From an optimization exercise on the open Yosys and OpenROAD flow, aimed at small area; shortcuts taken in it are not production practice.
RTL that was checked went through simulation tests only; none was proved equivalent to the original.
No functional check of the RTL was part of runs 1 and 2.
Power figures rest on the tool's default switching activity, not on a simulated workload.

File: flow/config.mk
export PLATFORM = sky130hd
export DESIGN_NAME = Axi_Lite_Uart
export DESIGN_NICKNAME = Axi_Lite_Uart
export VERILOG_FILES = /design/flow/design.v
export SDC_FILE = /design/flow/constraint.sdc
export NUM_CORES = 4
export LEC_CHECK = 0
export CAP_MARGIN = 20
export CORE_MARGIN = 2
export CORE_UTILIZATION = 72
export SLEW_MARGIN = 20
export SYNTH_HIERARCHICAL = 1
export SYNTH_MINIMUM_KEEP_SIZE = 0
File: flow/constraint.sdc
create_clock -name core_clock -period 6.0 [get_ports {clock}]
set_input_delay 1.2000 -clock core_clock [delete_from_list [all_inputs] [get_ports {clock}]]
set_output_delay 1.2000 -clock core_clock [all_outputs]
set_load 0.01 [all_outputs]
File: flow/design.v
`timescale 1ns / 1ps
module g_nand2 (input a, input b, output y); assign y = ~(a & b); endmodule
module g_nor2  (input a, input b, output y); assign y = ~(a | b); endmodule
module g_xnor2 (input a, input b, output y); assign y = ~(a ^ b); endmodule
module g_nor2b (input a, input bn, output y); assign y = ~a & bn; endmodule    
module g_nand2b(input an, input b, output y); assign y = an | ~b; endmodule    
module g_a21oi  (input a1, input a2, input b1, output y); assign y = ~((a1 & a2) | b1); endmodule
module g_o21ai  (input a1, input a2, input b1, output y); assign y = ~((a1 | a2) & b1); endmodule
module slice_p (
    input  q,       
    input  c,       
    input  b,       
    input  g,       
    input  z,       
    input  dv,      
    input  dh,      
    output d,       
    output cn,      
    output bn,      
    output gn       
);
    wire ns, bg, bp, gg, gp;
    g_xnor2 u_s  (.a(q), .b(c), .y(ns));               
    g_nand2 u_c  (.a(q), .b(c), .y(cn));
    g_nor2  u_d  (.a(ns), .b(z), .y(d));
    g_nor2  u_bg (.a(ns), .b(dv), .y(bg));             
    g_nand2 u_bp (.a(ns), .b(dv), .y(bp));             
    g_a21oi u_b  (.a1(bp), .a2(b), .b1(bg), .y(bn));
    g_nor2b  u_gg (.a(dh), .bn(q), .y(gg));            
    g_nand2b u_gp (.an(q), .b(dh), .y(gp));            
    g_a21oi  u_g  (.a1(gp), .a2(g), .b1(gg), .y(gn));
endmodule
module slice_n (
    input  q,
    input  cn,
    input  bn,
    input  gn,
    input  z,
    input  nv,      
    input  nh,      
    output d,
    output c,
    output b,
    output g
);
    wire s, bgn, bpn, ggn, gpn;
    g_xnor2 u_s  (.a(q), .b(cn), .y(s));               
    g_nor2b u_c  (.a(cn), .bn(q), .y(c));
    g_nor2b u_d  (.a(z), .bn(s), .y(d));
    g_nand2 u_bg (.a(s), .b(nv), .y(bgn));
    g_nor2  u_bp (.a(s), .b(nv), .y(bpn));
    g_o21ai u_b  (.a1(bpn), .a2(bn), .b1(bgn), .y(b));
    g_nand2 u_gg (.a(q), .b(nh), .y(ggn));
    g_nor2  u_gp (.a(q), .b(nh), .y(gpn));
    g_o21ai u_g  (.a1(gpn), .a2(gn), .b1(ggn), .y(g));
endmodule
module slice_0 (
    input  q,
    input  z,
    input  nv,
    input  nh,
    output d,
    output c,
    output b,
    output g
);
    assign c = q;
    assign d = ~(q | z);
    assign b = ~q | nv;
    assign g = q & nh;
endmodule
`timescale 1ns / 1ps
module Axi_Lite_Uart (
    input         clock,
    input         reset,           
    input  [15:0] s_axi_awaddr,
    input         s_axi_awvalid,
    output        s_axi_awready,
    input  [31:0] s_axi_wdata,
    input         s_axi_wvalid,
    output        s_axi_wready,
    output [1:0]  s_axi_bresp,
    output        s_axi_bvalid,
    input         s_axi_bready,
    input  [15:0] s_axi_araddr,
    input         s_axi_arvalid,
    output        s_axi_arready,
    output [31:0] s_axi_rdata,
    output [1:0]  s_axi_rresp,
    output        s_axi_rvalid,
    input         s_axi_rready,
    input         RxD,
    output        TxD,
    input         CTS,
    output        RTS
);
    genvar k;
    integer i;
    reg        r_awready, r_wready, r_bvalid, r_bresp, r_arready, r_rvalid;
    reg [3:0]  r_awaddr;
    reg        r_awaddr_hz;       
    reg [3:0]  r_araddr;
    reg [31:0] r_reg1, r_reg2, r_reg3, r_rdata;
    reg        r_rx_valid_d, r_tx_ready_d, r_tx_valid, tx_empty_1d, tx_ren, tx_ren_lock;
    wire       tx_ready;          
    reg        rx_valid2;         
    wire       tx_full, tx_empty, rx_full, rx_empty;
    reg        tx_rvalid;
    reg  [7:0] rx_q;              
    assign s_axi_awready = r_awready;
    assign s_axi_wready  = r_wready;
    assign s_axi_bvalid  = r_bvalid;
    assign s_axi_bresp   = {r_bresp, 1'b0};
    assign s_axi_arready = r_arready;
    assign s_axi_rvalid  = r_rvalid;
    assign s_axi_rresp   = 2'b00;
    assign s_axi_rdata   = r_rdata;
    assign RTS           = rx_full;
    wire wen     = r_wready & s_axi_wvalid;
    wire rden    = r_rvalid & s_axi_rready;
    wire tx_wen  = r_bvalid & s_axi_bready & (s_axi_awaddr[3:0] == 4'h4);
    wire rx_wen  = rx_valid2 & ~r_rx_valid_d;
    wire rx_ren  = r_arready & s_axi_arvalid;
    wire tx_ready_pe = tx_ready & ~r_tx_ready_d;
    wire [31:0] wd  = s_axi_wdata & {32{reset}};
    wire        wra = wen & r_awaddr_hz;
    wire        we1 = ~reset | (wra & (r_awaddr == 4'h4));
    wire        we2 = ~reset | (wra & (r_awaddr == 4'h8));
    wire        we3 = ~reset | (wra & (r_awaddr == 4'hc));
    always @(posedge clock) begin
        if (we1) r_reg1 <= wd;
        if (we2) r_reg2 <= wd;
        if (we3) r_reg3 <= wd;
    end
    wire        rde = rden & r_awaddr_hz;
    wire        rs0 = reset & (r_araddr == 4'h0);
    wire        rs1 = reset & (r_araddr == 4'h4);
    wire        rs2 = reset & (r_araddr == 4'h8);
    wire        rs3 = reset & (r_araddr == 4'hc);
    wire [31:0] rd_mux = ({32{rs1}} & r_reg1) | ({32{rs2}} & r_reg2) |
                         ({32{rs3}} & r_reg3) | {24'h0, {8{rs0}} & rx_q};
    always @(posedge clock) begin
        if (~reset | rde) r_rdata <= rd_mux;
    end
    always @(posedge clock) begin
        if (~reset) begin
            r_awready   <= 1'b0;
            r_awaddr    <= 4'h0;
            r_awaddr_hz <= 1'b1;
            r_wready    <= 1'b0;
            r_bvalid    <= 1'b0;
            r_bresp     <= 1'b0;
            r_arready   <= 1'b0;
            r_araddr    <= 4'h0;
            r_rvalid    <= 1'b0;
            r_rx_valid_d <= 1'b0;
            r_tx_ready_d <= 1'b1;
            r_tx_valid  <= 1'b0;
            tx_empty_1d <= 1'b1;
            tx_ren      <= 1'b0;
            tx_ren_lock <= 1'b0;
        end else begin
            r_awready <= ~r_awready & s_axi_awvalid;
            if (r_awready & s_axi_awvalid) begin
                r_awaddr    <= s_axi_awaddr[3:0];
                r_awaddr_hz <= (s_axi_awaddr[15:4] == 12'h0);
            end
            r_wready <= ~r_wready & s_axi_wvalid;
            r_bvalid <= r_bvalid ? ~s_axi_bready : wen;
            if (~r_bvalid & wen & tx_full)
                r_bresp <= 1'b1;
            else if ((r_awready & ~r_bvalid & wen) | tx_ready)
                r_bresp <= 1'b0;
            r_arready <= ~r_arready & s_axi_arvalid;
            if (~r_arready & s_axi_arvalid)
                r_araddr <= s_axi_araddr[3:0];
            r_rvalid <= r_rvalid ? ~s_axi_rready : s_axi_arvalid;
            r_rx_valid_d <= rx_valid2;
            r_tx_ready_d <= tx_ready;
            if (~tx_empty_1d & tx_rvalid)
                r_tx_valid <= 1'b1;
            else if (tx_ready_pe)
                r_tx_valid <= 1'b0;
            tx_empty_1d <= tx_empty;
            if (tx_ren)
                tx_ren <= 1'b0;
            else if (tx_ready & ~tx_empty & ~tx_ren_lock)
                tx_ren <= 1'b1;
            if (tx_ren)
                tx_ren_lock <= 1'b1;
            else if (tx_ready_pe)
                tx_ren_lock <= 1'b0;
        end
    end
    reg rst_d1, rst_d2;
    always @(posedge clock or negedge reset) begin
        if (~reset) begin
            rst_d1 <= 1'b0;
            rst_d2 <= 1'b0;
        end else begin
            rst_d1 <= 1'b1;
            rst_d2 <= rst_d1;
        end
    end
    reg [7:0] tx_mem [0:7];
    reg [7:0] rx_mem [0:7];
    reg [3:0] tx_cnt, rx_cnt;
    reg [7:0] tx_q;               
    reg [7:0] rx_hold;            
    assign tx_full  = tx_cnt[3];
    assign tx_empty = (tx_cnt == 4'd0);
    assign rx_full  = rx_cnt[3];
    assign rx_empty = (rx_cnt == 4'd0);
    wire tx_push = tx_wen & ~tx_full;
    wire tx_pop  = tx_ren & ~tx_empty;
    wire rx_push = rx_wen & ~rx_full;
    wire rx_pop  = rx_ren & ~rx_empty;
    reg  [7:0] tx_rdata, rx_rdata;
    always @(*) begin
        tx_rdata = 8'h0;
        rx_rdata = 8'h0;
        for (i = 0; i < 8; i = i + 1) begin
            tx_rdata = tx_rdata | ({8{tx_cnt == i + 1}} & tx_mem[i]);
            rx_rdata = rx_rdata | ({8{rx_cnt == i + 1}} & rx_mem[i]);
        end
    end
    always @(posedge clock) begin
        if (tx_push) begin
            tx_mem[0] <= r_reg1[7:0];
            for (i = 1; i < 8; i = i + 1) tx_mem[i] <= tx_mem[i-1];
        end
        if (rx_push) begin
            rx_mem[0] <= rx_hold;
            for (i = 1; i < 8; i = i + 1) rx_mem[i] <= rx_mem[i-1];
        end
        if (tx_pop) tx_q <= tx_rdata;
    end
    always @(posedge clock or negedge rst_d2) begin
        if (~rst_d2) begin
            tx_cnt    <= 4'd0;
            rx_cnt    <= 4'd0;
            rx_q      <= 8'h0;
            tx_rvalid <= 1'b0;
        end else begin
            tx_cnt    <= tx_cnt + {3'd0, tx_push} - {3'd0, tx_pop};
            rx_cnt    <= rx_cnt + {3'd0, rx_push} - {3'd0, rx_pop};
            if (rx_pop) rx_q <= rx_rdata;
            tx_rvalid <= tx_pop;
        end
    end
    wire [23:0] div_num   = r_reg2[23:0];
    wire [3:0]  data_bit  = r_reg2[31:28];
    wire [1:0]  stop_bit  = r_reg2[27:26];
    wire [1:0]  check_bit = r_reg2[25:24];
    wire [23:0] nl = ~div_num;
    wire        div_zero = ~|div_num;
    reg  [23:0] tx_div_cnt, rx_div_cnt;
    reg         tx_u_clk, tx_u_clk_d, rx_u_clk, rx_u_clk_d;
    wire        tx_tick = tx_u_clk & ~tx_u_clk_d;
    wire        rx_tick = rx_u_clk & ~rx_u_clk_d;
    wire        rx_clr;
    wire [23:0] tx_nxt, rx_nxt;
    wire [24:0] tx_c, rx_c, tx_b, rx_b, tx_g, rx_g;
    wire        tx_z, rx_z;
    slice_0 u_tx_s0 (.q(tx_div_cnt[0]), .z(tx_z), .nv(nl[0]), .nh(nl[1]),
        .d(tx_nxt[0]), .c(tx_c[1]), .b(tx_b[1]), .g(tx_g[1]));
    slice_0 u_rx_s0 (.q(rx_div_cnt[0]), .z(rx_z), .nv(nl[0]), .nh(nl[1]),
        .d(rx_nxt[0]), .c(rx_c[1]), .b(rx_b[1]), .g(rx_g[1]));
    generate for (k = 1; k < 24; k = k + 1) begin : slice
        wire dh = (k < 23) ? div_num[k+1] : 1'b0;
        wire nh = (k < 23) ? nl[k+1] : 1'b1;
        if (k % 2 == 1) begin : p
            slice_p u_tx (.q(tx_div_cnt[k]), .c(tx_c[k]), .b(tx_b[k]), .g(tx_g[k]), .z(tx_z),
                .dv(div_num[k]), .dh(dh), .d(tx_nxt[k]), .cn(tx_c[k+1]), .bn(tx_b[k+1]), .gn(tx_g[k+1]));
            slice_p u_rx (.q(rx_div_cnt[k]), .c(rx_c[k]), .b(rx_b[k]), .g(rx_g[k]), .z(rx_z),
                .dv(div_num[k]), .dh(dh), .d(rx_nxt[k]), .cn(rx_c[k+1]), .bn(rx_b[k+1]), .gn(rx_g[k+1]));
        end else begin : n
            slice_n u_tx (.q(tx_div_cnt[k]), .cn(tx_c[k]), .bn(tx_b[k]), .gn(tx_g[k]), .z(tx_z),
                .nv(nl[k]), .nh(nh), .d(tx_nxt[k]), .c(tx_c[k+1]), .b(tx_b[k+1]), .g(tx_g[k+1]));
            slice_n u_rx (.q(rx_div_cnt[k]), .cn(rx_c[k]), .bn(rx_b[k]), .gn(rx_g[k]), .z(rx_z),
                .nv(nl[k]), .nh(nh), .d(rx_nxt[k]), .c(rx_c[k+1]), .b(rx_b[k+1]), .g(rx_g[k+1]));
        end
    end endgenerate
    wire tx_wrap = ~((tx_c[24] & div_zero) | (tx_c[24] & tx_b[24]) | (div_zero & tx_b[24]));
    wire rx_wrap = ~((rx_c[24] & div_zero) | (rx_c[24] & rx_b[24]) | (div_zero & rx_b[24]));
    assign tx_z = tx_wrap;
    assign rx_z = rx_clr | rx_wrap;
    always @(posedge clock or negedge reset) begin
        if (~reset) begin
            tx_div_cnt <= 24'd0;
            tx_u_clk   <= 1'b0;
            tx_u_clk_d <= 1'b0;
            rx_div_cnt <= 24'd0;
            rx_u_clk   <= 1'b0;
            rx_u_clk_d <= 1'b0;
        end else begin
            tx_div_cnt <= tx_nxt;
            tx_u_clk   <= tx_g[24];
            tx_u_clk_d <= tx_u_clk;
            rx_div_cnt <= rx_nxt;
            rx_u_clk   <= ~rx_clr & rx_g[24];
            rx_u_clk_d <= rx_u_clk;
        end
    end
    wire       rx_valid;          
    wire [7:0] rx_data;           
    reg [2:0] ov;                 
    reg       ov_a;               
    reg       ov_lock;            
    reg       rx_valid_d;
    reg       rx_valid1;
    wire start_edge = (ov == 3'b000) & ov_a;
    wire rx_end     = ~rx_valid & rx_valid_d;
    wire lock_nxt   = rx_end ? 1'b0 : start_edge ? 1'b1 : ov_lock;
    assign rx_clr   = ~ov_lock | ~lock_nxt;
    always @(posedge clock or negedge reset) begin
        if (~reset) begin
            ov          <= 3'd0;
            ov_a        <= 1'b0;
            ov_lock     <= 1'b0;
            rx_valid_d  <= 1'b0;
            rx_valid1   <= 1'b0;
            rx_valid2   <= 1'b0;
        end else begin
            ov          <= ov_lock ? 3'b111 : {ov[1:0], RxD};
            ov_a        <= ov[2];
            ov_lock     <= lock_nxt;
            rx_valid_d  <= rx_valid;
            if (tx_tick) begin
                rx_valid1 <= rx_valid;
                rx_valid2 <= rx_valid1;
            end
        end
    end
    always @(posedge clock) begin
        if (tx_tick & rx_valid & ~rx_valid1) rx_hold <= rx_data;
    end
    reg [3:0] rx_cnt_u;
    reg [7:0] rx_sr;
    reg       rx_vld, rx_chk;
    assign rx_valid = rx_vld;
    assign rx_data  = rx_sr;
    always @(posedge clock or negedge reset) begin
        if (~reset) begin
            rx_cnt_u <= 4'd0;
            rx_sr    <= 8'h0;
            rx_vld   <= 1'b0;
            rx_chk   <= 1'b0;
        end else if (rx_tick) begin
            if (rx_cnt_u == data_bit + stop_bit && check_bit == 0)
                rx_cnt_u <= 4'd0;
            else if (rx_cnt_u == data_bit + 1 + stop_bit && check_bit > 0)
                rx_cnt_u <= 4'd0;
            else if (RxD == 0 || rx_cnt_u > 0)
                rx_cnt_u <= rx_cnt_u + 1'b1;
            if (rx_cnt_u >= 1 && rx_cnt_u <= data_bit)
                rx_sr <= {RxD, rx_sr[7:1]};
            if (rx_cnt_u == data_bit && check_bit == 0)
                rx_vld <= 1'b1;
            else if (rx_cnt_u == data_bit + 1 && check_bit == 1 && RxD == ~rx_chk)
                rx_vld <= 1'b1;
            else if (rx_cnt_u == data_bit + 1 && check_bit == 2 && RxD == rx_chk)
                rx_vld <= 1'b1;
            else
                rx_vld <= 1'b0;
            if (rx_cnt_u >= 1 && rx_cnt_u <= data_bit)
                rx_chk <= rx_chk ^ RxD;
            else
                rx_chk <= 1'b0;
        end
    end
    reg       tx_out, tx_rdy, tx_chk, tx_cts;
    reg [3:0] tx_cnt_u;
    reg       tx_sr0;             
    reg [7:1] tx_sr_hi;           
    wire [7:0] tx_sr = {tx_sr_hi, tx_sr0};
    assign TxD      = tx_out;
    assign tx_ready = tx_rdy;
    wire tx_active = r_tx_valid & tx_rdy & ~tx_cts & ~CTS;
    always @(posedge clock) begin
        if (tx_tick) begin
            if (tx_active)
                tx_sr_hi <= tx_q[7:1];
            else if (!tx_rdy)
                tx_sr_hi <= {1'b0, tx_sr_hi[7:2]};
        end
    end
    always @(posedge clock or negedge reset) begin
        if (~reset) begin
            tx_cts   <= 1'b1;
            tx_rdy   <= 1'b1;
            tx_cnt_u <= 4'd0;
            tx_sr0   <= 1'b0;
            tx_out   <= 1'b1;
            tx_chk   <= 1'b0;
        end else if (tx_tick) begin
            tx_cts <= CTS;
            if (tx_active)
                tx_rdy <= 1'b0;
            else if (tx_cnt_u == data_bit + stop_bit - 1 && check_bit == 0)
                tx_rdy <= 1'b1;
            else if (tx_cnt_u == data_bit + stop_bit && check_bit > 0)
                tx_rdy <= 1'b1;
            if (tx_cnt_u == data_bit + stop_bit && check_bit == 0)
                tx_cnt_u <= 4'd0;
            else if (tx_cnt_u == data_bit + stop_bit + 1 && check_bit > 0)
                tx_cnt_u <= 4'd0;
            else if (!tx_rdy)
                tx_cnt_u <= tx_cnt_u + 1'b1;
            if (tx_active)
                tx_sr0 <= tx_q[0];
            else if (!tx_rdy)
                tx_sr0 <= tx_sr[1];
            if (tx_active)
                tx_out <= 1'b0;
            else if (tx_cnt_u == data_bit && check_bit > 0)
                tx_out <= check_bit == 1 ? ~tx_chk : tx_chk;
            else if (tx_cnt_u >= data_bit && check_bit == 0)
                tx_out <= 1'b1;
            else if (tx_cnt_u >= data_bit + 1 && check_bit > 0)
                tx_out <= 1'b1;
            else if (!tx_rdy)
                tx_out <= tx_sr0;
            else
                tx_out <= 1'b1;
            if (tx_cnt_u == data_bit)
                tx_chk <= 1'b0;
            else
                tx_chk <= tx_chk ^ tx_sr0;
        end
    end
endmodule
File: flow/flow/run.sh
#!/bin/bash
# Standard ORFS layout (the standard.sh) with two changes:
#  - port buffers use the smallest buffer cell instead of the resizer's pick;
#  - CTS clusters up to 30 sinks within 200 um and inserts no dummy loads.
# make's full output goes to standard.log; ORFS keeps per-step logs in orfs/logs.
set -euo pipefail
bash standard.sh \
  "BUFFER_PORTS_ARGS=-buffer_cell sky130_fd_sc_hd__buf_1" \
  "CTS_ARGS=-sink_clustering_enable -repair_clock_nets -dont_use_dummy_load -sink_clustering_size 30 -sink_clustering_max_diameter 200" \
  "ABC_LOAD_IN_FF=1" \
  finish > standard.log 2>&1
File: flow/standard.sh
#!/bin/bash
# synth_recipe.tcl (not shown) runs the flow's synth.tcl, then flattens the netlist and writes it again
# the make line also repeats each setting of config.mk as NAME=value (left out here)
make -C /OpenROAD-flow-scripts/flow DESIGN_CONFIG=/design/flow/config.mk WORK_HOME=/design/flow/orfs CLKGATE_MAP_FILE= SYNTH_SCRIPT=/design/flow/synth_recipe.tcl "${@:-finish}"
==> run_results.csv, run 1 <==
group,metric,value,unit
timing,rsz0062_at_grt,"false",
placement,portBuffers,100,
timing,slew_headroom,33.7,%
routing,vias_per_cell,6.09,
timing,finalCritPeriodShare,89.4,%
global_route,use_met1,39.1,%
synthesis,syn_area_per_cell,11.7,um^2
global_route,grt_antenna_before_repair,0,
die,die_h,163,um
placement,hpwlAfterDp,24900,um
synthesis,synth_warnings,9,
critical_path,critPathSlowestCell,"dfrtp_1",
pwr,total_power,5.99,mW
status,status,"timing/DRC/antenna clean",
timing,worst-slew-pin-transition,0.995,ns
global_route,grt_use_met2,50.1,%
pwr,combPwrFrac,20.9,%
synthesis,synthFlopType,"edfxtp_1",
critical_path,cp-end-kind,"flip-flop",
synthesis,yosysMostFrequentCell,"edfxtp_1",
critical_path,startpoint_type,"flip-flop",
clock_tree,cts_tree,"done",
clock_tree,clk_latency,0.52,ns
timing,min_period,5.37,ns
global_route,grt_pass1_wl,59400,um
routing,dr_total_vias,12000,
global_route,grt_use_total,28.5,%
synthesis,synth_common_cells,"edfxtp_1, nand2_1, nor2_1",
routing,drt_iter0_drc,1246,
pwr,ir_drop,0.000245,V
clock_tree,htreeDepth,1,
synthesis,yosysSeqAreaShare,62.0,%
hold_path,min_path_type,"flip-flop to async pin",
global_route,first_global_vias,11700,
timing,skew,0.0506,ns
clock_tree,post_cts_buffers,0,
die,std_cell_rows,58,
global_route,overflow,0,
clock_tree,hold_buffers,0,
timing,timing.setup.tns,0,ns
pwr,swShare,29.5,%
routing,drtPass1Iterations,6,
clock_tree,clock_tree.root_cell,"clkbuf_16",
pwr,p_int,4.23,mW
synthesis,synth_top_area_share,45.8,%
routing,totalWireLength,37600,um
final_layout,final_nets,1760,
synthesis,synth_cell_types,68,
clock_tree,path_clk_slew,0.11,ns
die,die_w,163,um
critical_path,cp_common_cell,"nand2_1",
final_layout,layout-drive-gt1-share,4.32,%
clock_tree,cts_buffers,17,
synthesis,yosysTopAreaCell,"edfxtp_1",
pwr,p_leak,7.09,nW
final_layout,multi_input_area,0.00653,mm^2
routing,post-route-drc-count,0,
final_layout,fill_cells,1632,
synthesis,async_flop_share,25.4,%
final_layout,diodes,0,
die,ios,116,
synthesis,synthCells,1569,
timing,drv_slew,0,
die,start_util,73.1,%
critical_path,worst_ep_required_time,6.35,ns
synthesis,yosys-top-cells-area,"edfxtp_1, dfrtp_1, nand2_1",
pwr,pwr-share-clk,21.5,%
global_route,busiest_layer,"met2",
die,die_area,0.0267,mm^2
die,core,0.0250,mm^2
timing,max_freq,0.186,GHz
pwr,p_seq_share,57.6,%
pwr,net-switching-power,1.77,mW
clock_tree,cts_resized,0,
routing,post_drt_wl_per_cell,19.1,um
global_route,grt_max_degree,105,
clock_tree,cts_sinks,402,
flow_run,drv_cap,0,
placement,gp_congestion,0.853,
critical_path,cp.arrival,5.72,ns
timing,setup_viol,0,
synthesis,synth-edff-count,279,
critical_path,slowest_delay,0.43,ns
critical_path,path_max_fanout,24,
timing,hold_violations,0,
critical_path,crit_type,"flip-flop to flip-flop",
clock_tree,clockBufferDepth,3,
timing,holdWs,0.366,ns
pwr,cellPowerDensity,308,mW/mm^2
final_layout,synthToLayoutAreaGrowth,6.27,%
synthesis,synth-seq-cells,402,
routing,ant_nets,0,
final_layout,final-seq-area,0.0114,mm^2
synthesis,syn_area,0.0183,mm^2
global_route,use_met3,2.77,%
-- registers in the layout, summed over array words and instances (netlist names), 7 cells and up --
name / flops
rx_mem: 64
tx_mem: 64
r_rdata: 32
r_reg1: 32
r_reg2: 32
r_reg3: 32
rx_div_cnt: 24
tx_div_cnt: 24
rx_hold: 8
rx_q: 8
rx_sr: 8
tx_q: 8
tx_sr_hi: 7
-- layer usage --
metal	up-vias	share of wire, %
met3	41	5.5
met5	-	0
met2	397	51
met1	5873	42
met4	0	1.7
li1	5696	-
-- cell families after synthesis --
logic type,Yosys count,share of synthesized area (%)
AO/OA/AOI/OAI,325,11.3
XOR/XNOR,78,3.81
adder cells (fa/ha/maj),44,3.14
buffers and inverters,122,2.71
flip-flops,402,62.0
multiplexers,37,2.21
other,2,0.0410
AND/OR/NAND/NOR,559,14.7
-- critical path: cells and delay by family, from the launching register on --
| family | cells | cell delay (ns) |
|---|---|---|
| DFF | 1 | 0.43 |
| and+or+nand+nor | 25 | 3.92 |
| xor gates and xnor gates | 1 | 0.13 |
| AOI/OAI and AO/OA | 1 | 0.07 |
| adders and majority gates | 1 | 0.34 |
| buffers and inverters | 1 | 0.30 |
-- Yosys stat by module (local to each module, per instance), a selection --
module / times used / cells inside / area [um^2] / flip-flops and latches
g_nand2b: 24 / 1 / 6.26 / 0
g_nor2: 92 / 1 / 3.75 / 0
g_xnor2: 46 / 1 / 8.76 / 0
g_a21oi: 48 / 1 / 5.00 / 0
slice_0: 2 / 4 / 23.8 / 0
g_o21ai: 44 / 1 / 5.00 / 0
g_nor2b: 68 / 1 / 6.26 / 0
g_nand2: 92 / 1 / 3.75 / 0
Axi_Lite_Uart: 1 / 1147 / 16100 / 402
-- power groups by stage --
stage	Sequential [mW]	Combinational [mW]	Clock (mW)
3_5_place_dp	3.50	1.24	0
6_report	3.45	1.25	1.29
5_1_grt	3.48	1.39	1.40
2_1_floorplan	3.39	0.972	0
3_3_place_gp	3.49	1.18	0
4_1_cts	3.45	1.25	1.31
-- per-stage QoR --
stage / instances / setup WS (ns) / area [um^2] / utilization, %
finish: 1973 / 0.634 / 19400 / 77.7
global route: 1973 / 0.125 / 19400 / 77.7
CTS: 1973 / 0.634 / 19400 / 77.7
detailed placement: 1956 / 0.762 / 19000 / 76.0
global placement: 1956 / 0.870 / 19000 / 76.0
floorplan: 1575 / 1.38 / 18300 / -
-- layout make-up --
class / count / share of cell area, %
Tap cell: 330 / 2.12
Sequential cell: 402 / 58.4
Timing Repair Buffer: 115 / 2.59
Clock buffer: 17 / 2.19
Multi-Input combinational cell: 1051 / 33.6
Inverter: 58 / 1.12
-- path summary, 6_finish.rpt --
kind,startpoint,to,slack (ns),cells past startpoint
min,rst_d2,rx_cnt[2],0.37,0
min reg2reg,rst_d2,rx_cnt[2],0.37,0
min in group core_clock,rst_d1,rst_d2,0.37,0
max,rx_div_cnt[0],rx_div_cnt[9],0.63,29
max reg2reg,rx_div_cnt[0],rx_div_cnt[9],0.63,29
max in group asynchronous,reset,rx_div_cnt[8],4.37,2
-- placed cells by master, fill, tap and decap left out, drive strengths merged, types with 5 or more instances in the layout --
cell    Yosys  final
nor2b      86     86
o21ai      93     93
edfxtp    279    279
ha         38     38
a21oi      89     89
dfrtp      99     99
o21a        5      5
mux2i      19     19
nand4       6      6
buf        15    114
a22oi      28     28
nand2b     37     37
a31oi      15     15
nor3        7      7
a22o       34     34
and3        7      7
conb        2      8
a21o        8      8
a311oi      6      6
a32oi       5      5
nand3      26     26
xnor2      60     60
xor2       17     17
nand2     196    196
and2       40     40
inv        57     57
a221oi     15     15
dfxtp      21     21
nor2      125    125
clkbuf     49     18
mux2       17     17
nor4       10     10
==> run 2, diff against run 1 <==
--- a/flow/design.v
+++ b/flow/design.v
@@ -70,6 +70,33 @@
     assign g = q & nh;
 endmodule
 `timescale 1ns / 1ps
+module g_a222oi (input a1, input a2, input b1, input b2, input c1, input c2, output y);
+    assign y = ~((a1 & a2) | (b1 & b2) | (c1 & c2));
+endmodule
+module g_a22oi (input a1, input a2, input b1, input b2, output y);
+    assign y = ~((a1 & a2) | (b1 & b2));
+endmodule
+module g_nand3 (input a, input b, input c, output y); assign y = ~(a & b & c); endmodule
+module sel9 (input [8:0] s, input [8:0] d, output y);
+    wire n0, n1, n2;
+    g_a222oi u0 (.a1(s[0]), .a2(d[0]), .b1(s[1]), .b2(d[1]), .c1(s[2]), .c2(d[2]), .y(n0));
+    g_a222oi u1 (.a1(s[3]), .a2(d[3]), .b1(s[4]), .b2(d[4]), .c1(s[5]), .c2(d[5]), .y(n1));
+    g_a222oi u2 (.a1(s[6]), .a2(d[6]), .b1(s[7]), .b2(d[7]), .c1(s[8]), .c2(d[8]), .y(n2));
+    g_nand3  u3 (.a(n0), .b(n1), .c(n2), .y(y));
+endmodule
+module sel4 (input [3:0] s, input [3:0] d, output y);
+    wire n0, n1;
+    g_a222oi u0 (.a1(s[0]), .a2(d[0]), .b1(s[1]), .b2(d[1]), .c1(s[2]), .c2(d[2]), .y(n0));
+    g_nand2  u1 (.a(s[3]), .b(d[3]), .y(n1));
+    g_nand2  u2 (.a(n0), .b(n1), .y(y));
+endmodule
+module sel5 (input [4:0] s, input [4:0] d, output y);
+    wire n0, n1;
+    g_a222oi u0 (.a1(s[0]), .a2(d[0]), .b1(s[1]), .b2(d[1]), .c1(s[2]), .c2(d[2]), .y(n0));
+    g_a22oi  u1 (.a1(s[3]), .a2(d[3]), .b1(s[4]), .b2(d[4]), .y(n1));
+    g_nand2  u2 (.a(n0), .b(n1), .y(y));
+endmodule
+`timescale 1ns / 1ps
 module Axi_Lite_Uart (
     input         clock,
     input         reset,           
@@ -133,15 +160,23 @@
         if (we3) r_reg3 <= wd;
     end
     wire        rde = rden & r_awaddr_hz;
-    wire        rs0 = reset & (r_araddr == 4'h0);
-    wire        rs1 = reset & (r_araddr == 4'h4);
-    wire        rs2 = reset & (r_araddr == 4'h8);
-    wire        rs3 = reset & (r_araddr == 4'hc);
-    wire [31:0] rd_mux = ({32{rs1}} & r_reg1) | ({32{rs2}} & r_reg2) |
-                         ({32{rs3}} & r_reg3) | {24'h0, {8{rs0}} & rx_q};
-    always @(posedge clock) begin
-        if (~reset | rde) r_rdata <= rd_mux;
-    end
+    wire        rse = reset & rde;
+    wire        rs0 = rse & (r_araddr == 4'h0);
+    wire        rs1 = rse & (r_araddr == 4'h4);
+    wire        rs2 = rse & (r_araddr == 4'h8);
+    wire        rs3 = rse & (r_araddr == 4'hc);
+    wire        rsh = reset & ~rde;
+    wire [31:0] rd_nxt;
+    generate for (k = 0; k < 32; k = k + 1) begin : rdmux
+        if (k < 8) begin : lo
+            sel5 u (.s({rsh, rs0, rs3, rs2, rs1}),
+                    .d({r_rdata[k], rx_q[k], r_reg3[k], r_reg2[k], r_reg1[k]}), .y(rd_nxt[k]));
+        end else begin : hi
+            sel4 u (.s({rsh, rs3, rs2, rs1}),
+                    .d({r_rdata[k], r_reg3[k], r_reg2[k], r_reg1[k]}), .y(rd_nxt[k]));
+        end
+    end endgenerate
+    always @(posedge clock) r_rdata <= rd_nxt;
     always @(posedge clock) begin
         if (~reset) begin
             r_awready   <= 1'b0;
@@ -215,15 +250,22 @@
     wire tx_pop  = tx_ren & ~tx_empty;
     wire rx_push = rx_wen & ~rx_full;
     wire rx_pop  = rx_ren & ~rx_empty;
-    reg  [7:0] tx_rdata, rx_rdata;
-    always @(*) begin
-        tx_rdata = 8'h0;
-        rx_rdata = 8'h0;
-        for (i = 0; i < 8; i = i + 1) begin
-            tx_rdata = tx_rdata | ({8{tx_cnt == i + 1}} & tx_mem[i]);
-            rx_rdata = rx_rdata | ({8{rx_cnt == i + 1}} & rx_mem[i]);
-        end
-    end
+    wire [8:0] tx_sel, rx_sel;
+    generate for (k = 0; k < 7; k = k + 1) begin : rsel
+        assign tx_sel[k] = tx_pop & (tx_cnt[2:0] == k + 1);
+        assign rx_sel[k] = rx_pop & (rx_cnt[2:0] == k + 1);
+    end endgenerate
+    assign tx_sel[7] = tx_pop & tx_cnt[3];
+    assign rx_sel[7] = rx_pop & rx_cnt[3];
+    assign tx_sel[8] = ~tx_pop;
+    assign rx_sel[8] = ~rx_pop;
+    wire [7:0] tx_q_nxt, rx_q_nxt;
+    generate for (k = 0; k < 8; k = k + 1) begin : rmux
+        sel9 u_tx (.s(tx_sel), .d({tx_q[k], tx_mem[7][k], tx_mem[6][k], tx_mem[5][k], tx_mem[4][k],
+                   tx_mem[3][k], tx_mem[2][k], tx_mem[1][k], tx_mem[0][k]}), .y(tx_q_nxt[k]));
+        sel9 u_rx (.s(rx_sel), .d({rx_q[k], rx_mem[7][k], rx_mem[6][k], rx_mem[5][k], rx_mem[4][k],
+                   rx_mem[3][k], rx_mem[2][k], rx_mem[1][k], rx_mem[0][k]}), .y(rx_q_nxt[k]));
+    end endgenerate
     always @(posedge clock) begin
         if (tx_push) begin
             tx_mem[0] <= r_reg1[7:0];
@@ -233,7 +275,7 @@
             rx_mem[0] <= rx_hold;
             for (i = 1; i < 8; i = i + 1) rx_mem[i] <= rx_mem[i-1];
         end
-        if (tx_pop) tx_q <= tx_rdata;
+        tx_q <= tx_q_nxt;
     end
     always @(posedge clock or negedge rst_d2) begin
         if (~rst_d2) begin
@@ -244,7 +286,7 @@
         end else begin
             tx_cnt    <= tx_cnt + {3'd0, tx_push} - {3'd0, tx_pop};
             rx_cnt    <= rx_cnt + {3'd0, rx_push} - {3'd0, rx_pop};
-            if (rx_pop) rx_q <= rx_rdata;
+            rx_q      <= rx_q_nxt;
             tx_rvalid <= tx_pop;
         end
     end
--- a/flow/config.mk
+++ b/flow/config.mk
@@ -7,7 +7,7 @@
 export LEC_CHECK = 0
 export CAP_MARGIN = 20
 export CORE_MARGIN = 2
-export CORE_UTILIZATION = 72
+export CORE_UTILIZATION = 60
 export SLEW_MARGIN = 20
 export SYNTH_HIERARCHICAL = 1
 export SYNTH_MINIMUM_KEEP_SIZE = 0
==> run_results.csv, run 2 <==
group,metric,value,unit
status,status,"timing/DRC/antenna clean",
final_layout,postLayoutCoreUtil,65.4,%
final_layout,synthToLayoutAreaGrowth,7.96,%
timing,timing.setup.tns,0,ns
synthesis,yosysSeqAreaShare,63.5,%
pwr,ir_drop,0.000285,V
pwr,total_power,5.36,mW
synthesis,synth_common_cells,"edfxtp_1, nand2_1, nor2_1",
pwr,cellPowerDensity,288,mW/mm^2
synthesis,synth_top_area_share,41.6,%
routing,post-route-drc-count,0,
die,ios,116,
timing,max_freq,0.190,GHz
synthesis,synth-seq-cells,402,
pwr,p_int,3.97,mW
critical_path,slowest_delay,0.42,ns
timing,setup_viol,0,
pwr,p_leak,6.95,nW
synthesis,async_flop_share,25.4,%
routing,vias_per_cell,5.77,
clock_tree,cts_sinks,402,
clock_tree,cts_buffers,17,
clock_tree,path_clk_slew,0.11,ns
synthesis,synth-edff-count,239,
critical_path,cp.arrival,5.62,ns
die,die_w,174,um
clock_tree,clock_tree.root_cell,"clkbuf_16",
final_layout,final_area,0.0186,mm^2
timing,drv_slew,0,
timing,hold_violations,0,
critical_path,crit_type,"flip-flop to flip-flop",
synthesis,synthCells,1437,
timing,finalCritPeriodShare,87.7,%
hold_path,min_path_type,"flip-flop to async pin",
clock_tree,cts_tree,"done",
timing,skew,0.0468,ns
final_layout,layout_commonest_cell,"edfxtp_1",
critical_path,worst_ep_required_time,6.37,ns
synthesis,yosys-top-cells-area,"edfxtp_1, dfrtp_1, dfxtp_1",
placement,hpwlAfterDp,25100,um
die,std_cell_rows,62,
routing,post_drt_wl_per_cell,18.8,um
pwr,combPwrFrac,13.7,%
synthesis,yosysTopAreaCell,"edfxtp_1",
final_layout,final_cell_mix,"edfxtp_1, nand2_1, nor2_1",
clock_tree,hold_buffers,0,
timing,min_period,5.26,ns
clock_tree,clk_latency,0.53,ns
pwr,pwr-share-clk,24.1,%
timing,rsz0062_at_grt,"false",
critical_path,startpoint_type,"flip-flop",
critical_path,cp-end-kind,"flip-flop",
global_route,grt_pass1_wl,58500,um
pwr,net-switching-power,1.39,mW
global_route,overflow,0,
pwr,p_seq_share,62.2,%
die,core,0.0285,mm^2
timing,slew_headroom,25.9,%
synthesis,synth_cell_types,61,
clock_tree,cts_resized,0,
global_route,grt_use_total,24.6,%
critical_path,path_max_fanout,24,
placement,portBuffers,100,
global_route,first_global_vias,10900,
global_route,grt_max_degree,63,
clock_tree,htreeDepth,1,
die,start_util,60.6,%
synthesis,synthFlopType,"edfxtp_1",
routing,totalWireLength,36500,um
clock_tree,clockBufferDepth,3,
critical_path,cp_common_cell,"nand2_1",
synthesis,syn_area,0.0172,mm^2
die,die_area,0.0301,mm^2
routing,dr_total_vias,11200,
pwr,swShare,25.8,%
placement,place_area,0.0182,mm^2
timing,worst-slew-pin-transition,1.10,ns
final_layout,diodes,0,
die,die_h,174,um
final_layout,final_nets,1666,
final_layout,layout-drive-gt1-share,4.83,%
routing,ant_nets,0,
synthesis,yosysMostFrequentCell,"edfxtp_1",
flow_run,drv_cap,0,
routing,drt_iter0_drc,1264,
critical_path,critPathSlowestCell,"dfrtp_1",
global_route,grt_antenna_before_repair,0,
final_layout,top_regs,"rx_mem (64), tx_mem (64)",
placement,gp_congestion,0.800,
synthesis,synth_warnings,9,
clock_tree,post_cts_buffers,0,
final_layout,fill_cells,2242,
routing,drtPass1Iterations,7,
synthesis,syn_area_per_cell,12.0,um^2
[run 2: per-layer routing]
metal  routed length [um]  global-route usage [%]  vias to the layer above
li1                     -                       -                     5421
met1                16600                    35.4                     5481
met2                18000                    42.2                      250
met3                 1490                    2.17                       24
met4                  399                    3.60                        0
met5                    0                       0                        -
[run 2: cell families (layout without fill, tap and decap cells)]
| logic type | Yosys count | count (layout) | synth area share [%] |
|---|---|---|---|
| AND/OR/NAND/NOR | 560 | 560 | 15.6 |
| flip-flops | 402 | 402 | 63.5 |
| AO/OA/AOI/OAI | 247 | 247 | 10.3 |
| buffers and inverters | 87 | 197 | 2.07 |
| XOR/XNOR | 77 | 77 | 4.03 |
| adder cells (fa/ha/maj) | 40 | 40 | 3.05 |
| multiplexers | 22 | 22 | 1.38 |
| other | 2 | 8 | 0.0435 |
[run 2: worst paths after layout]
path	depth (start not counted)	end	start	slack (ns)
setup / recovery	29	rx_div_cnt[3]	rx_div_cnt[0]	0.74
hold / removal	0	tx_cnt[1]	rst_d2	0.34
setup reg to reg	29	rx_div_cnt[3]	rx_div_cnt[0]	0.74
hold reg to reg	0	tx_cnt[1]	rst_d2	0.34
max in group asynchronous	2	rx_div_cnt[5]	reset	4.11
min in group core_clock	0	rst_d2	rst_d1	0.36
[run 2: cell type report]
type / count / area [um^2] / area share (%)
Timing Repair Buffer: 118 / 512 / 2.75
Sequential cell: 402 / 11000 / 58.8
Clock buffer: 17 / 425 / 2.28
Multi-Input combinational cell: 954 / 6020 / 32.3
Inverter: 62 / 233 / 1.25
Tap cell: 384 / 480 / 2.58
[run 2: per-module statistics from Yosys (local to each module, per instance), excerpt]
module	cells	flops+latches	cell area [um^2]	times used
g_nor2b	1	0	6.26	68
g_xnor2	1	0	8.76	46
g_nor2	1	0	3.75	92
g_nand2b	1	0	6.26	24
g_nand3	1	0	5.00	16
Axi_Lite_Uart	855	402	13900	1
g_a21oi	1	0	5.00	48
slice_0	4	0	23.8	2
g_a22oi	1	0	7.51	8
g_o21ai	1	0	5.00	44
g_a222oi	1	0	10.0	80
g_nand2	1	0	3.75	148
[run 2: through the flow]
| stage | hold slack [ns] | setup WS, ns | cells |
|---|---|---|---|
| 2_1_floorplan | 0.213 | 1.38 | 1443 |
| 3_5_place_dp | 0.335 | 0.822 | 1920 |
| 3_3_place_gp | 0.334 | 0.904 | 1919 |
| 5_1_grt | 0.377 | 0.0908 | 1937 |
| 6_report | 0.343 | 0.741 | 1937 |
| 4_1_cts | 0.362 | 0.721 | 1937 |
[run 2: power groups by stage]
stage	registers (mW)	clock network [mW]	logic, mW
detailed placement	3.39	0	0.735
global placement	3.38	0	0.712
floorplan	3.31	0	0.577
finish	3.33	1.29	0.736
global route	3.36	1.42	0.837
CTS	3.33	1.33	0.741
[run 2: critical path, delay by kind of cell (launching register included)]
kind | cells | cell delay (ns)
flip-flops | 1 | 0.42
buffers and inverters | 1 | 0.30
AO/OA/AOI/OAI | 2 | 0.20
XOR/XNOR | 1 | 0.25
adder cells (fa/ha/maj) | 1 | 0.32
AND/OR/NAND/NOR | 24 | 3.64
==> run 3, diff against run 2 <==
--- a/flow/design.v
+++ b/flow/design.v
@@ -294,6 +294,10 @@
     wire [3:0]  data_bit  = r_reg2[31:28];
     wire [1:0]  stop_bit  = r_reg2[27:26];
     wire [1:0]  check_bit = r_reg2[25:24];
+    wire [4:0]  sum_ds   = {1'b0, data_bit} + {3'b0, stop_bit};    
+    wire [4:0]  sum_ds1  = sum_ds + 5'd1;                          
+    wire [4:0]  db1      = {1'b0, data_bit} + 5'd1;                
+    wire        par_none = (check_bit == 2'd0);
     wire [23:0] nl = ~div_num;
     wire        div_zero = ~|div_num;
     reg  [23:0] tx_div_cnt, rx_div_cnt;
@@ -380,6 +384,11 @@
     reg [3:0] rx_cnt_u;
     reg [7:0] rx_sr;
     reg       rx_vld, rx_chk;
+    wire [4:0] rx_cnt_inc  = {1'b0, rx_cnt_u} + 5'd1;
+    wire       rx_end_frame = par_none ? (rx_cnt_u == sum_ds[3:0]) : ({1'b0, rx_cnt_u} == sum_ds1);
+    wire       rx_in_data   = (rx_cnt_u != 4'd0) & (rx_cnt_u <= data_bit);
+    wire       rx_at_db     = (rx_cnt_u == data_bit);
+    wire       rx_at_db1    = ({1'b0, rx_cnt_u} == db1);
     assign rx_valid = rx_vld;
     assign rx_data  = rx_sr;
     always @(posedge clock or negedge reset) begin
@@ -389,26 +398,16 @@
             rx_vld   <= 1'b0;
             rx_chk   <= 1'b0;
         end else if (rx_tick) begin
-            if (rx_cnt_u == data_bit + stop_bit && check_bit == 0)
+            if (rx_end_frame)
                 rx_cnt_u <= 4'd0;
-            else if (rx_cnt_u == data_bit + 1 + stop_bit && check_bit > 0)
-                rx_cnt_u <= 4'd0;
-            else if (RxD == 0 || rx_cnt_u > 0)
-                rx_cnt_u <= rx_cnt_u + 1'b1;
-            if (rx_cnt_u >= 1 && rx_cnt_u <= data_bit)
+            else if (RxD == 0 || rx_cnt_u != 4'd0)
+                rx_cnt_u <= rx_cnt_inc[3:0];
+            if (rx_in_data)
                 rx_sr <= {RxD, rx_sr[7:1]};
-            if (rx_cnt_u == data_bit && check_bit == 0)
-                rx_vld <= 1'b1;
-            else if (rx_cnt_u == data_bit + 1 && check_bit == 1 && RxD == ~rx_chk)
-                rx_vld <= 1'b1;
-            else if (rx_cnt_u == data_bit + 1 && check_bit == 2 && RxD == rx_chk)
-                rx_vld <= 1'b1;
-            else
-                rx_vld <= 1'b0;
-            if (rx_cnt_u >= 1 && rx_cnt_u <= data_bit)
-                rx_chk <= rx_chk ^ RxD;
-            else
-                rx_chk <= 1'b0;
+            rx_vld <= (rx_at_db & par_none) |
+                      (rx_at_db1 & (check_bit == 2'd1) & (RxD != rx_chk)) |
+                      (rx_at_db1 & (check_bit == 2'd2) & (RxD == rx_chk));
+            rx_chk <= rx_in_data & (rx_chk ^ RxD);
         end
     end
     reg       tx_out, tx_rdy, tx_chk, tx_cts;
@@ -419,6 +418,9 @@
     assign TxD      = tx_out;
     assign tx_ready = tx_rdy;
     wire tx_active = r_tx_valid & tx_rdy & ~tx_cts & ~CTS;
+    wire [4:0] tx_cnt_inc = {1'b0, tx_cnt_u} + 5'd1;
+    wire       tx_at_db   = (tx_cnt_u == data_bit);
+    wire       tx_ge_db   = (tx_cnt_u >= data_bit);
     always @(posedge clock) begin
         if (tx_tick) begin
             if (tx_active)
@@ -439,36 +441,25 @@
             tx_cts <= CTS;
             if (tx_active)
                 tx_rdy <= 1'b0;
-            else if (tx_cnt_u == data_bit + stop_bit - 1 && check_bit == 0)
+            else if (par_none ? (tx_cnt_inc == sum_ds) : (tx_cnt_u == sum_ds[3:0]))
                 tx_rdy <= 1'b1;
-            else if (tx_cnt_u == data_bit + stop_bit && check_bit > 0)
-                tx_rdy <= 1'b1;
-            if (tx_cnt_u == data_bit + stop_bit && check_bit == 0)
-                tx_cnt_u <= 4'd0;
-            else if (tx_cnt_u == data_bit + stop_bit + 1 && check_bit > 0)
+            if (par_none ? (tx_cnt_u == sum_ds[3:0]) : ({1'b0, tx_cnt_u} == sum_ds1))
                 tx_cnt_u <= 4'd0;
             else if (!tx_rdy)
-                tx_cnt_u <= tx_cnt_u + 1'b1;
+                tx_cnt_u <= tx_cnt_inc[3:0];
             if (tx_active)
                 tx_sr0 <= tx_q[0];
             else if (!tx_rdy)
                 tx_sr0 <= tx_sr[1];
             if (tx_active)
                 tx_out <= 1'b0;
-            else if (tx_cnt_u == data_bit && check_bit > 0)
-                tx_out <= check_bit == 1 ? ~tx_chk : tx_chk;
-            else if (tx_cnt_u >= data_bit && check_bit == 0)
-                tx_out <= 1'b1;
-            else if (tx_cnt_u >= data_bit + 1 && check_bit > 0)
-                tx_out <= 1'b1;
-            else if (!tx_rdy)
-                tx_out <= tx_sr0;
+            else if (tx_at_db & ~par_none)
+                tx_out <= (check_bit == 2'd1) ? ~tx_chk : tx_chk;
+            else if (tx_ge_db | ~tx_rdy)
+                tx_out <= tx_ge_db | tx_sr0;
             else
                 tx_out <= 1'b1;
-            if (tx_cnt_u == data_bit)
-                tx_chk <= 1'b0;
-            else
-                tx_chk <= tx_chk ^ tx_sr0;
+            tx_chk <= ~tx_at_db & (tx_chk ^ tx_sr0);
         end
     end
 endmodule
--- a/flow/config.mk
+++ b/flow/config.mk
@@ -7,7 +7,7 @@
 export LEC_CHECK = 0
 export CAP_MARGIN = 20
 export CORE_MARGIN = 2
-export CORE_UTILIZATION = 60
+export CORE_UTILIZATION = 65
 export SLEW_MARGIN = 20
 export SYNTH_HIERARCHICAL = 1
 export SYNTH_MINIMUM_KEEP_SIZE = 0
==> run_results.csv, run 3 <==
group,metric,value,unit
status,status,"timing/DRC/antenna clean",
die,std_cell_rows,59,
routing,drt_iter0_drc,1210,
synthesis,synth_warnings,9,
global_route,grt_pass1_wl,55900,um
placement,hpwlAfterDp,23900,um
final_layout,multi_input_area,0.00584,mm^2
final_layout,final_cell_mix,"edfxtp_1, nand2_1, nor2_1",
global_route,grt_antenna_before_repair,1,
clock_tree,cts_buffers,17,
timing,rsz0062_at_grt,"false",
final_layout,final_nets,1626,
routing,totalWireLength,35200,um
pwr,p_leak,6.79,nW
critical_path,crit_type,"flip-flop to flip-flop",
routing,post_drt_wl_per_cell,18.9,um
timing,min_period,5.45,ns
final_layout,final_cells,1859,
timing,drv_slew,0,
clock_tree,cts_sinks,402,
clock_tree,hold_buffers,0,
final_layout,postLayoutCoreUtil,70.7,%
global_route,grt_max_degree,67,
clock_tree,post_cts_buffers,0,
clock_tree,htreeDepth,1,
pwr,cellPowerDensity,294,mW/mm^2
synthesis,synthCells,1407,
synthesis,yosysMostFrequentCell,"edfxtp_1",
timing,max_freq,0.184,GHz
critical_path,r2r_slack,0.55,ns
timing,skew,0.0566,ns
clock_tree,clk_latency,0.52,ns
synthesis,yosysTopAreaCell,"edfxtp_1",
die,core,0.0259,mm^2
global_route,overflow,0,
timing,timing.setup.tns,0,ns
final_layout,top_regs,"rx_mem (64), tx_mem (64)",
critical_path,cp-end-kind,"flip-flop",
synthesis,synth_common_cells,"edfxtp_1, nand2_1, nor2_1",
synthesis,yosysSeqAreaShare,64.4,%
final_layout,synthToLayoutAreaGrowth,7.66,%
clock_tree,path_clk_slew,0.11,ns
synthesis,yosys-top-cells-area,"edfxtp_1, dfrtp_1, dfxtp_1",
global_route,grt_use_total,25.2,%
routing,vias_per_cell,5.98,
die,die_area,0.0275,mm^2
final_layout,fill_cells,1923,
critical_path,r2r_start,"rx_div_cnt[0]",
critical_path,cp.arrival,5.80,ns
clock_tree,cts_tree,"done",
die,die_w,166,um
timing,slew_headroom,21.7,%
synthesis,synthFlopType,"edfxtp_1",
routing,dr_total_vias,11100,
die,die_h,166,um
placement,placed_cells,1840,
pwr,ir_drop,0.000332,V
routing,drtPass1Iterations,8,
routing,post-route-drc-count,0,
final_layout,final-seq-area,0.0110,mm^2
flow_run,drv_cap,0,
pwr,total_power,5.39,mW
timing,hold_violations,0,
clock_tree,clock_tree.root_cell,"clkbuf_16",
global_route,first_global_vias,11000,
hold_path,min_path_type,"flip-flop to async pin",
timing,worst-slew-pin-transition,1.17,ns
synthesis,async_flop_share,25.4,%
placement,gp_congestion,0.822,
timing,setup_viol,0,
final_layout,layout-drive-gt1-share,4.86,%
synthesis,syn_area_per_cell,12.1,um^2
critical_path,cp_common_cell,"nand2_1",
critical_path,startpoint_type,"flip-flop",
final_layout,layout_commonest_cell,"edfxtp_1",
critical_path,slowest_delay,0.44,ns
timing,finalCritPeriodShare,90.8,%
routing,ant_nets,0,
critical_path,critPathSlowestCell,"dfrtp_1",
synthesis,synth_cell_types,63,
synthesis,synth-edff-count,239,
critical_path,path_max_fanout,10,
placement,portBuffers,100,
critical_path,r2r_cells,29,
critical_path,worst_ep_required_time,6.35,ns
synthesis,synth-seq-cells,402,
die,ios,116,
die,start_util,65.7,%
critical_path,reg2reg_to,"rx_div_cnt[9]",
synthesis,syn_area,0.0170,mm^2
synthesis,synth_top_area_share,42.2,%
clock_tree,clockBufferDepth,3,
[run 3: changes by cell type in the layout (fill, tap and decap cells not counted), sizes merged, moves of 4 or more]
cell	delta
ha	-9
inv	-12
nor3	+5
nand2	+4
nor2b	+4
xnor2	-6
[run 3: layout make-up]
class                           count  area share, %
Sequential cell                   402           59.8
Multi-Input combinational cell    938           31.9
Timing Repair Buffer              116           2.71
Clock buffer                       17           2.32
Tap cell                          335           2.29
Inverter                           50           1.02
Antenna cell                        1         0.0137
[run 3: power breakdown]
group	switching [mW]	internal [mW]	leakage, nW
clock network	0.768	0.514	0.209
logic	0.422	0.341	2.52
registers	0.214	3.13	4.07
[run 3: layer usage]
| layer | up-vias | wire [um] | GRT usage [%] |
|---|---|---|---|
| met3 | 38 | 1900 | 2.91 |
| li1 | 5323 | - | - |
| met4 | 0 | 667 | 5.48 |
| met2 | 311 | 17700 | 44.1 |
| met1 | 5445 | 14900 | 34.4 |
| met5 | - | 0 | 0 |
[run 3: Yosys stat by module, one instance, submodules excluded, excerpt]
module         cells inside  flip-flops and latches  cell area [um^2]
Axi_Lite_Uart           825                     402             13700
g_a21oi                   1                       0              5.00
g_a222oi                  1                       0              10.0
g_a22oi                   1                       0              7.51
g_nand2                   1                       0              3.75
g_nand2b                  1                       0              6.26
g_nand3                   1                       0              5.00
g_nor2                    1                       0              3.75
g_nor2b                   1                       0              6.26
g_o21ai                   1                       0              5.00
g_xnor2                   1                       0              8.76
slice_0                   4                       0              23.8
[run 3: worst max-delay path, delay by kind of cell, from the launching register on]
kind	cells	cell delay, ns
AO/OA/AOI/OAI	2	0.26
AND/OR/NAND/NOR	24	3.75
XOR/XNOR	1	0.24
flip-flops	1	0.44
buffers and inverters	1	0.23
adder cells (fa/ha/maj)	1	0.34
[run 3: logic make-up (layout without fill, tap and decap cells)]
logic type | Yosys count | count (layout) | synth area share [%]
flip-flops | 402 | 402 | 64.4
other | 2 | 9 | 0.0441
multiplexers | 22 | 22 | 1.40
buffers and inverters | 73 | 183 | 1.79
AND/OR/NAND/NOR | 564 | 564 | 15.9
adder cells (fa/ha/maj) | 30 | 30 | 2.31
AO/OA/AOI/OAI | 242 | 242 | 10.3
XOR/XNOR | 72 | 72 | 3.83
[run 3: stage by stage]
stage	hold slack [ns]	instance area, um^2	worst slack, ns
final	0.361	18300	0.552
after global routing	0.379	18300	0.0410
after CTS	0.369	18300	0.312
after detailed placement	0.345	17900	0.453
after global placement	0.333	17900	0.569
after floorplan	0.213	17000	1.38
[run 3: how the worst max path moves through the flow]
stage             startpoint             end  slack [ns]
6_report       rx_div_cnt[0]   rx_div_cnt[9]        0.55
5_1_grt        rx_div_cnt[0]   rx_div_cnt[9]        0.04
4_1_cts        rx_div_cnt[0]   rx_div_cnt[7]        0.31
3_5_place_dp   rx_div_cnt[0]   rx_div_cnt[7]        0.45
3_3_place_gp   rx_div_cnt[0]   rx_div_cnt[9]        0.57
2_1_floorplan  rx_div_cnt[0]  rx_div_cnt[10]        1.38
[run 3: what timing repair did]
item / CTS / global route
resized for setup: 0 / 3
endpoints found under the setup margin: 0 / 18
hold endpoints to repair: 0 / 0

## static timing again, ports no longer ideal
Ports are ideal in the flow. The routed layouts listed here were re-timed in OpenROAD.
Step 1: set_driving_cell puts a clkbuf_16 on clock and a buf_2 on each other input, an assumption about the parent block.
Step 2, shift: input delay + t, output delay - t, t = (earliest + latest rising clock arrival at the registers) / 2. This alone moves slack from input paths to output paths.
Three values: no drivers, after step 1, after step 2; two values: the first two.
run | t (ns) | setup WS [ns] | worst hold slack (ns) | latest minus earliest clock arrival (ns)
run 1 | 0.547 | 0.634 / 0.634 / 0.634 | 0.366 / 0.366 / 0.366 | 0.051 / 0.050
run 2 | 0.559 | 0.741 / 0.741 / 0.741 | 0.343 / 0.343 / 0.343 | 0.047 / 0.046
run 3 | 0.544 | 0.552 / 0.552 / 0.552 | 0.361 / 0.361 / 0.361 | 0.058 / 0.057
After both steps every run listed still meets setup and hold.
